From an optimization exercise on the open Yosys and OpenROAD flow, aimed at small area; shortcuts taken in it are not production practice.
At most, simulation tests tie the RTL to the original design; equivalence was not proved.
Power and IR drop assume default switching activity.

== v43 ==
// playrec
module playrec(
	input			CLOCK_50, reset,
	output reg	[21:0]	ram_addr,
	output	[15:0]	ram_data_in,
	output			ram_read, ram_write,
	input	[15:0]	ram_data_out,
	input			ram_valid, ram_waitrq,
	output	[15:0]	audio_out,
	input	[15:0]	audio_in,
	input			audio_out_allowed, audio_in_available,
	output			write_audio_out, read_audio_in,
	input			play, record, pause,
	input	[1:0]	speed,
	input [2:0] sel
);
reg signed [15:0] x1, x2, x3, x4, x5, x6, x7, x8;
always @(posedge CLOCK_50) begin
  x1 <= audio_in; x2 <= x1; x3 <= x2; x4 <= x3;
  x5 <= x4; x6 <= x5; x7 <= x6; x8 <= x7;
end
wire signed [15:0] pa1 = audio_in;
wire [16:0] sn1_a = {pa1[15], pa1};
wire [16:0] sn1_b = {x7[15], x7};
wire signed [16:0] sn1;
wire sn1_s1, sn1_c2;
ha_cell u_sn1_s1 (.a(sn1_a[0]), .b(sn1_b[0]), .s(sn1_s1), .k(sn1_c2));
assign sn1[0] = sn1_s1;
wire sn1_s3, sn1_c4;
fa_cell u_sn1_s3 (.a(sn1_a[1]), .b(sn1_b[1]), .c(sn1_c2), .s(sn1_s3), .k(sn1_c4));
assign sn1[1] = sn1_s3;
wire sn1_s5, sn1_c6;
fa_cell u_sn1_s5 (.a(sn1_a[2]), .b(sn1_b[2]), .c(sn1_c4), .s(sn1_s5), .k(sn1_c6));
assign sn1[2] = sn1_s5;
wire sn1_s7, sn1_c8;
fa_cell u_sn1_s7 (.a(sn1_a[3]), .b(sn1_b[3]), .c(sn1_c6), .s(sn1_s7), .k(sn1_c8));
assign sn1[3] = sn1_s7;
wire sn1_s9, sn1_c10;
fa_cell u_sn1_s9 (.a(sn1_a[4]), .b(sn1_b[4]), .c(sn1_c8), .s(sn1_s9), .k(sn1_c10));
assign sn1[4] = sn1_s9;
wire sn1_s11, sn1_c12;
  ...
Size in the first run: roughly 100 I/O pins, roughly 13000 um^2 of cells after synthesis.
Settings: LEC_CHECK=0, CAP_MARGIN=20, CORE_MARGIN=2, CORE_UTILIZATION=40, CTS_BUF_LIST=sky130_fd_sc_hd__clkbuf_8, GPL_TIMING_DRIVEN=0, SETUP_SLACK_MARGIN=0.2, SLEW_MARGIN=20, SYNTH_HIERARCHICAL=1, SYNTH_MINIMUM_KEEP_SIZE=0; clock period 10.0 ns.
run.sh (not shown) runs the stock make flow with config.mk's settings and CLKGATE_MAP_FILE= SYNTH_SCRIPT=/design/flow/synth_recipe.tcl, a recipe that flattens the netlist after the stock synthesis.
What v41 does differently from v43 at the input level:
Settings: CTS_BUF_LIST no longer set, was sky130_fd_sc_hd__clkbuf_8.
==> flow/flow/run.sh (new file) <==
#!/bin/bash
# Standard ORFS layout (the standard.sh, unchanged synthesis) with two
# layout-only choices passed to the ORFS scripts:
#  - port buffers use the smallest buffer cell (every port is still buffered)
#  - clock tree synthesis without dummy loads
set -euo pipefail
export BUFFER_PORTS_ARGS="-buffer_cell sky130_fd_sc_hd__buf_1"
export CTS_ARGS="-sink_clustering_enable -repair_clock_nets -dont_use_dummy_load -buf_list sky130_fd_sc_hd__clkbuf_4"
export REMOVE_ABC_BUFFERS=1
bash standard.sh > standard_flow.log 2>&1
==> flow/standard.sh (new file) <==
#!/bin/bash
# synth_recipe.tcl (not shown) runs the flow's synth.tcl, then flattens the netlist and writes it again
# the make line also repeats each setting of config.mk as NAME=value (left out here)
make -C /OpenROAD-flow-scripts/flow DESIGN_CONFIG=/design/flow/config.mk WORK_HOME=/design/flow/orfs CLKGATE_MAP_FILE= SYNTH_SCRIPT=/design/flow/synth_recipe.tcl "${@:-finish}"
removed: flow/run.sh
--- outcome ---
- Highest attainable clock frequency of v41 is on par with v43.
- v41 reports a lower part of the total power dissipated in the clock network than v43 does.
- [v41] non-clock buffering overhead in the final layout fell 4.2 points relative to v43
- v41 against v43: final wirelength now smaller; share of total power in sequential cells now larger.
- Final critical-path share of the clock period across v41 and v43: no real change.
- Of v41 and v43, the run reporting the lower area overhead of the layout relative to synthesis was v41.
- [compare] base=v43 new=v41: total non-filler cell area in the finished layout lost 1100 um^2; summed instance area of the synthesized netlist did not really move.
### v41 -> v35
-- flow/flow/run.sh --
<<< v41, line 7
export BUFFER_PORTS_ARGS="-buffer_cell sky130_fd_sc_hd__buf_1"
export CTS_ARGS="-sink_clustering_enable -repair_clock_nets -dont_use_dummy_load -buf_list sky130_fd_sc_hd__clkbuf_4"
export REMOVE_ABC_BUFFERS=1
bash standard.sh > standard_flow.log 2>&1
>>> v35, line 7
export BUFFER_PORTS_ARGS="-buffer_cell sky130_fd_sc_hd__buf_1"
export CTS_ARGS="-sink_clustering_enable -repair_clock_nets -dont_use_dummy_load"
bash standard.sh > standard_flow.log 2>&1
## What came out
- | data arrival time at the worst-slack endpoint | v35 vs v41 | ≈ equal |
- On maximum vdd ir drop, v35 does better than v41.
- Count of clock-buffer cells in the layout ended up 32 lower on v35 than on v41.
- Worst hold-check slack is lower on v41
- As far as achievable frequency is concerned, v35 and v41 perform about the same.
- In v35 relative to v41, met3 wire length had gone up by a few percent.
- The clock slew at the register clock pins of the worst setup and hold paths on v35 is in line with that on v41.
- Measured against each other, v35 and v41 differ in largest driver fanout on the critical path, the lower figure coming from v35.
#### Input delta (v23 over v35)
-- flow/flow/run.sh --
<<< v35, line 7
export BUFFER_PORTS_ARGS="-buffer_cell sky130_fd_sc_hd__buf_1"
export CTS_ARGS="-sink_clustering_enable -repair_clock_nets -dont_use_dummy_load"
bash standard.sh > standard_flow.log 2>&1
>>> v23, line 7
export BUFFER_PORTS_ARGS="-buffer_cell sky130_fd_sc_hd__buf_1"
export CTS_ARGS="-sink_clustering_enable -repair_clock_nets -dont_use_dummy_load -buf_list {sky130_fd_sc_hd__clkbuf_4 sky130_fd_sc_hd__clkbuf_8}"
bash standard.sh > standard_flow.log 2>&1
### Flow results
The synthesized area on v23 is in line with that on v35. Against v35, v23 comes in 0.27 points higher on global routing usage on met1. Looking at cell area across v35 and v23, the one that comes out higher is v35. v23: amount of wire on met2 after detailed routing about 0.6% above v35. Transition time at the pin with the least slew margin was lower in v23 than in v35. Going from v35 to v23, the count of non-filler cells in the finished layout was found to have gone up by 14.
The following lists how v47 was set up differently from v23:
-- flow/flow/run.sh --
<<< v23, line 7
export BUFFER_PORTS_ARGS="-buffer_cell sky130_fd_sc_hd__buf_1"
export CTS_ARGS="-sink_clustering_enable -repair_clock_nets -dont_use_dummy_load -buf_list {sky130_fd_sc_hd__clkbuf_4 sky130_fd_sc_hd__clkbuf_8}"
bash standard.sh > standard_flow.log 2>&1
>>> v47, line 7
export BUFFER_PORTS_ARGS="-buffer_cell sky130_fd_sc_hd__buf_1"
export CTS_ARGS="-sink_clustering_enable -repair_clock_nets -dont_use_dummy_load -buf_list sky130_fd_sc_hd__clkbuf_4"
bash standard.sh > standard_flow.log 2>&1
### Flow results
v47 vs v23: CTS buffer count up by more than a quarter. Higher final design instance area without fill among v47 and v23: v23. Looking at share of layout cells above drive strength 1, v47 sits above v23.
No run of this note included a check of the RTL's function; only the layout flow was run.

* * *

playrec again, from the RTL that the note above started with.
Design playrec, start of the top module:
module playrec(
	input			CLOCK_50, reset,
	output reg	[21:0]	ram_addr,
	output	[15:0]	ram_data_in,
	output			ram_read, ram_write,
	input	[15:0]	ram_data_out,
	input			ram_valid, ram_waitrq,
	output	[15:0]	audio_out,
	input	[15:0]	audio_in,
	input			audio_out_allowed, audio_in_available,
	output			write_audio_out, read_audio_in,
	input			play, record, pause,
	input	[1:0]	speed,
	input [2:0] sel
);
reg signed [15:0] x1, x2, x3, x4, x5, x6, x7, x8;
always @(posedge CLOCK_50) begin
  x1 <= audio_in; x2 <= x1; x3 <= x2; x4 <= x3;
  x5 <= x4; x6 <= x5; x7 <= x6; x8 <= x7;
end
wire signed [15:0] pa1 = audio_in;
wire [16:0] sn1_a = {pa1[15], pa1};
wire [16:0] sn1_b = {x7[15], x7};
wire signed [16:0] sn1;
wire sn1_s1, sn1_c2;
ha_cell u_sn1_s1 (.a(sn1_a[0]), .b(sn1_b[0]), .s(sn1_s1), .k(sn1_c2));
assign sn1[0] = sn1_s1;
wire sn1_s3, sn1_c4;
fa_cell u_sn1_s3 (.a(sn1_a[1]), .b(sn1_b[1]), .c(sn1_c2), .s(sn1_s3), .k(sn1_c4));
assign sn1[1] = sn1_s3;
wire sn1_s5, sn1_c6;
fa_cell u_sn1_s5 (.a(sn1_a[2]), .b(sn1_b[2]), .c(sn1_c4), .s(sn1_s5), .k(sn1_c6));
assign sn1[2] = sn1_s5;
wire sn1_s7, sn1_c8;
fa_cell u_sn1_s7 (.a(sn1_a[3]), .b(sn1_b[3]), .c(sn1_c6), .s(sn1_s7), .k(sn1_c8));
assign sn1[3] = sn1_s7;
wire sn1_s9, sn1_c10;
fa_cell u_sn1_s9 (.a(sn1_a[4]), .b(sn1_b[4]), .c(sn1_c8), .s(sn1_s9), .k(sn1_c10));
assign sn1[4] = sn1_s9;
wire sn1_s11, sn1_c12;
  ...
==> flow/config.mk <==
export PLATFORM = sky130hd
export DESIGN_NAME = playrec
export DESIGN_NICKNAME = playrec
export VERILOG_FILES = /design/flow/design.v
export SDC_FILE = /design/flow/constraint.sdc
export NUM_CORES = 4
export LEC_CHECK = 0
export CAP_MARGIN = 20
export CORE_MARGIN = 2
export CORE_UTILIZATION = 40
export SETUP_SLACK_MARGIN = 0.2
export SLEW_MARGIN = 20
export SYNTH_HIERARCHICAL = 1
export SYNTH_MINIMUM_KEEP_SIZE = 0
==> flow/constraint.sdc <==
create_clock -name core_clock -period 10.0 [get_ports {CLOCK_50}]
set_input_delay 2.0000 -clock core_clock [delete_from_list [all_inputs] [get_ports {CLOCK_50}]]
set_output_delay 2.0000 -clock core_clock [all_outputs]
set_load 0.01 [all_outputs]
standard.sh (not shown) runs the stock make flow with config.mk's settings and CLKGATE_MAP_FILE= SYNTH_SCRIPT=/design/flow/synth_recipe.tcl, a recipe that flattens the netlist after the stock synthesis.
==> flow/flow/run.sh <==
#!/bin/bash
# Standard ORFS layout (the standard.sh, unchanged synthesis) with two
# layout-only choices passed to the ORFS scripts:
#  - port buffers use the smallest buffer cell (every port is still buffered)
#  - clock tree synthesis without dummy loads
set -euo pipefail
export BUFFER_PORTS_ARGS="-buffer_cell sky130_fd_sc_hd__buf_1"
export CTS_ARGS="-sink_clustering_enable -repair_clock_nets -dont_use_dummy_load -buf_list sky130_fd_sc_hd__clkbuf_4"
bash standard.sh > standard_flow.log 2>&1
Rerun with:
==> flow/run.sh (new file) <==
#!/bin/bash
# synth_recipe.tcl (not shown) runs the flow's synth.tcl, then flattens the netlist and writes it again
# the make line also repeats each setting of config.mk as NAME=value (left out here)
make -C /OpenROAD-flow-scripts/flow DESIGN_CONFIG=/design/flow/config.mk WORK_HOME=/design/flow/orfs CLKGATE_MAP_FILE= SYNTH_SCRIPT=/design/flow/synth_recipe.tcl finish
Settings changed: GPL_TIMING_DRIVEN from default to 0.
removed: flow/flow/run.sh
removed: flow/standard.sh
=>
- The changed run completed with no timing, DRC or antenna violations
- count of clock-buffer cells in the layout is lower by 26
- final area is higher by roughly a tenth
- sequential share of layout area is lower by 2.6 points
- global-route usage is higher by 0.33 points
- via count is higher slightly
- worst setup slack gets worse by 140 ps
- non-clock buffer count is higher by 61
No run of this note included a check of the RTL's function; only the layout flow was run.

* * *

Another version of the RTL of playrec (not shown whole).
For scale: about 1100 cells after synthesis, about 100 I/O pins.
clock: 10.0 ns
lec_check: 0
cap_margin: 20
core_margin: 2
core_utilization: 40
setup_slack_margin: 0.05
slew_margin: 20
synth_hierarchical: 1
synth_minimum_keep_size: 0
==> flow/flow/run.sh <==
#!/bin/bash
# Standard ORFS layout (the standard.sh, unchanged synthesis) with two
# layout-only choices passed to the ORFS scripts:
#  - port buffers use the smallest buffer cell (every port is still buffered)
#  - clock tree synthesis without dummy loads
set -euo pipefail
export BUFFER_PORTS_ARGS="-buffer_cell sky130_fd_sc_hd__buf_1"
export CTS_ARGS="-sink_clustering_enable -repair_clock_nets -dont_use_dummy_load -buf_list sky130_fd_sc_hd__clkbuf_4 -sink_clustering_size 10 -sink_clustering_max_diameter 50"
bash standard.sh > standard_flow.log 2>&1
Then changed:
Settings changed: CORE_UTILIZATION 40 to 60, SETUP_SLACK_MARGIN 0.05 to 0.2.
Effect: Non-clock buffer count went up by 3. Utilization grows by 22 points. Via count hardly moves. Sequential share of layout area goes up by 0.18 points. First-iteration DRC count rose by about 7%. Wire length falls by about 2.3%. Worst setup slack improved by 130 ps. Worst hold slack gains 58 ps. Power barely changes. Final area fell by about 0.56%. Combinational power hardly moves.
Then changed:
Settings changed: CORE_UTILIZATION 60 to 40, TNS_END_PERCENT from default to 0.
Result:
- The new run completed with no timing, DRC or antenna violations
- sequential cell count is unchanged
- worst setup slack is worse by 45 ps
- fmax shrinks slightly
Then changed:
Settings changed: TNS_END_PERCENT 0 to default.
After rerunning:
- The changed run finished with timing, DRC and antenna clean
- cell area stays the same
- worst setup slack stays the same
- sequential cell count does not change
- global-route usage is unchanged
- wire length does not change
- utilization is unchanged
- clock skew is unchanged
- via count is unchanged
- die area stays the same

* * *

## zinc
Another version of the RTL of playrec (not shown whole).
Size: about 1200 cells after synthesis, ~100 I/O pins, about 13000 sq um of cells after synthesis.
make LEC_CHECK=0 CAP_MARGIN=20 CORE_MARGIN=2 CORE_UTILIZATION=40 SETUP_SLACK_MARGIN=0.2 SLEW_MARGIN=20 SYNTH_HIERARCHICAL=1 SYNTH_MINIMUM_KEEP_SIZE=0 finish   # period 10.0 ns
run.sh (not shown) runs the stock make flow with config.mk's settings and CLKGATE_MAP_FILE= SYNTH_SCRIPT=/design/flow/synth_recipe.tcl, a recipe that flattens the netlist after the stock synthesis.
Stock flow here: none of the scripts above is used.
Per the final summary, zinc finished and its layout is clean on timing, DRC and antenna.
The inputs of fjord differ from those of zinc as listed below.
- an added GPL_TIMING_DRIVEN of 0
[compare] base=zinc new=fjord: via count decreased about 0.3%; quantity of I/O buffers inserted on ports increased 23%. Of the two values seen for cell type of the slowest stage on the worst timing path, sky130_fd_sc_hd__fa_1 was produced by zinc and sky130_fd_sc_hd__fa_2 by fjord. Summary of fjord over zinc: ratio of final minimum period to clock period went up; effective utilization at floorplan has remained practically unchanged. fjord vs zinc, most common library cell in the layout ignoring fill and taps: sky130_fd_sc_hd__fa_1 vs sky130_fd_sc_hd__buf_4. In fjord, the clock latency at the later pin of the worst-skew pair came out 0.02 ns above the value in zinc. STATUS normalized max-slew margin: fjord loses against zinc.

* * *

playrec, a different RTL version from the one above (not shown whole).
For scale: about 100 I/O pins, ~12,000 sq um of cells after synthesis.
clock: 10.0 ns
lec_check: 0
cap_margin: 20
core_margin: 2
core_utilization: 40
setup_slack_margin: 0.05
slew_margin: 20
synth_hierarchical: 1
synth_minimum_keep_size: 0
standard.sh (not shown) runs the stock make flow with config.mk's settings and CLKGATE_MAP_FILE= SYNTH_SCRIPT=/design/flow/synth_recipe.tcl, a recipe that flattens the netlist after the stock synthesis.
Scripts as last shown in full above: flow/flow/run.sh
The first run finished with timing, DRC and antenna clean.
==> next run, changes <==
- SETUP_SLACK_MARGIN: 0.05 -> 0
Effect:
- The changed run ran to the end with no violations
- register-to-register slack is about the same
- core utilization stays the same
- total power does not change
- maximum frequency is unchanged
- design area stays the same
- setup slack stays the same
- global-route usage is unchanged
- count of clock-buffer cells in the layout stays the same

* * *

playrec, a different RTL version from the one above (not shown whole).
For scale: ~1000 cells after synthesis, ~200 flip-flops, roughly 100 I/O pins, ~12000 µm² of cells after synthesis.
Settings: LEC_CHECK=0, CAP_MARGIN=20, CORE_MARGIN=2, CORE_UTILIZATION=40, SETUP_SLACK_MARGIN=0.05, SLEW_MARGIN=20, SYNTH_HIERARCHICAL=1, SYNTH_MINIMUM_KEEP_SIZE=0; clock period 10.0 ns.
==> flow/flow/run.sh <==
#!/bin/bash
# Standard ORFS layout (the standard.sh, unchanged synthesis) with two
# layout-only choices passed to the ORFS scripts:
#  - port buffers use the smallest buffer cell (every port is still buffered)
#  - clock tree synthesis without dummy loads
set -euo pipefail
export BUFFER_PORTS_ARGS="-buffer_cell sky130_fd_sc_hd__buf_1"
export CTS_ARGS="-sink_clustering_enable -repair_clock_nets -dont_use_dummy_load -buf_list sky130_fd_sc_hd__clkbuf_4 -sink_clustering_size 12 -sink_clustering_max_diameter 45"
bash standard.sh > standard_flow.log 2>&1
Edit:
--- a/flow/flow/run.sh
+++ b/flow/flow/run.sh
@@ -8 +8 @@
-export CTS_ARGS="-sink_clustering_enable -repair_clock_nets -dont_use_dummy_load -buf_list sky130_fd_sc_hd__clkbuf_4 -sink_clustering_size 12 -sink_clustering_max_diameter 45"
+export CTS_ARGS="-sink_clustering_enable -repair_clock_nets -dont_use_dummy_load -buf_list sky130_fd_sc_hd__clkbuf_4 -sink_clustering_size 10 -sink_clustering_max_diameter 50"
Settings changed: GPL_TIMING_DRIVEN set to 0.
Outcome:
- critical path depth came out higher by 2
- wire length came out higher by 15%
- total power came out higher by 0.97%

## afterwards: timing with drivers on the ports
Ports are ideal in the flow. The routed layouts listed here were re-timed in OpenROAD. Step 1: set_driving_cell puts a clkbuf_16 on CLOCK_50 and a buf_2 on each other input, an assumption about the parent block. Step 2 adds t to the input delays and takes it off the output delays; t is the mean of the earliest and latest rising clock arrival at the registers after step 1. Input paths then give back, and output paths get back, about the clock's delay inside the block. Three values: ideal ports, drivers, drivers and shift; two values: the first two.
run	t, ns	setup slack, ns	hold slack, ns	pins driven straight from the clock port
v43	0.602	0.325 / 0.303 / 0.303	0.361 / 0.361 / 0.361	1
v41	0.695	0.327 / 0.304 / 0.304	0.353 / 0.353 / 0.353	1
v35	0.551	0.339 / 0.315 / 0.315	0.361 / 0.361 / 0.361	1
v23	0.559	0.311 / 0.285 / 0.285	0.356 / 0.356 / 0.356	1
v47	0.672	0.331 / 0.305 / 0.305	0.312 / 0.312 / 0.312	1
the first run of note 2	0.681	0.438 / 0.415 / 0.415	0.326 / 0.326 / 0.326	1
the second run of note 2	0.585	0.295 / 0.274 / 0.274	0.361 / 0.361 / 0.361	1
the first run of note 3	0.672	0.290 / 0.263 / 0.263	0.306 / 0.306 / 0.306	1
the second run of note 3	0.684	0.415 / 0.390 / 0.390	0.363 / 0.363 / 0.363	1
the third run of note 3	0.669	0.371 / 0.347 / 0.347	0.302 / 0.302 / 0.302	1
the fourth run of note 3	0.669	0.371 / 0.347 / 0.347	0.302 / 0.302 / 0.302	1
zinc	0.476	0.210 / 0.165 / 0.392	0.348 / 0.348 / 0.348	1
fjord	0.488	0.169 / 0.119 / 0.202	0.356 / 0.356 / 0.356	1
the first run of note 5	0.697	0.489 / 0.468 / 0.468	0.308 / 0.308 / 0.308	1
the second run of note 5	0.697	0.489 / 0.468 / 0.468	0.308 / 0.308 / 0.308	1
the first run of note 6	0.679	0.399 / 0.380 / 0.380	0.319 / 0.319 / 0.319	1
the second run of note 6	0.722	0.267 / 0.246 / 0.246	0.298 / 0.298 / 0.298	1
After both steps setup and hold are still met in every run listed. The setup slack of the first run of note 3, which loses most, moves by -0.027 ns with the drivers and by -0.027 ns with both steps.
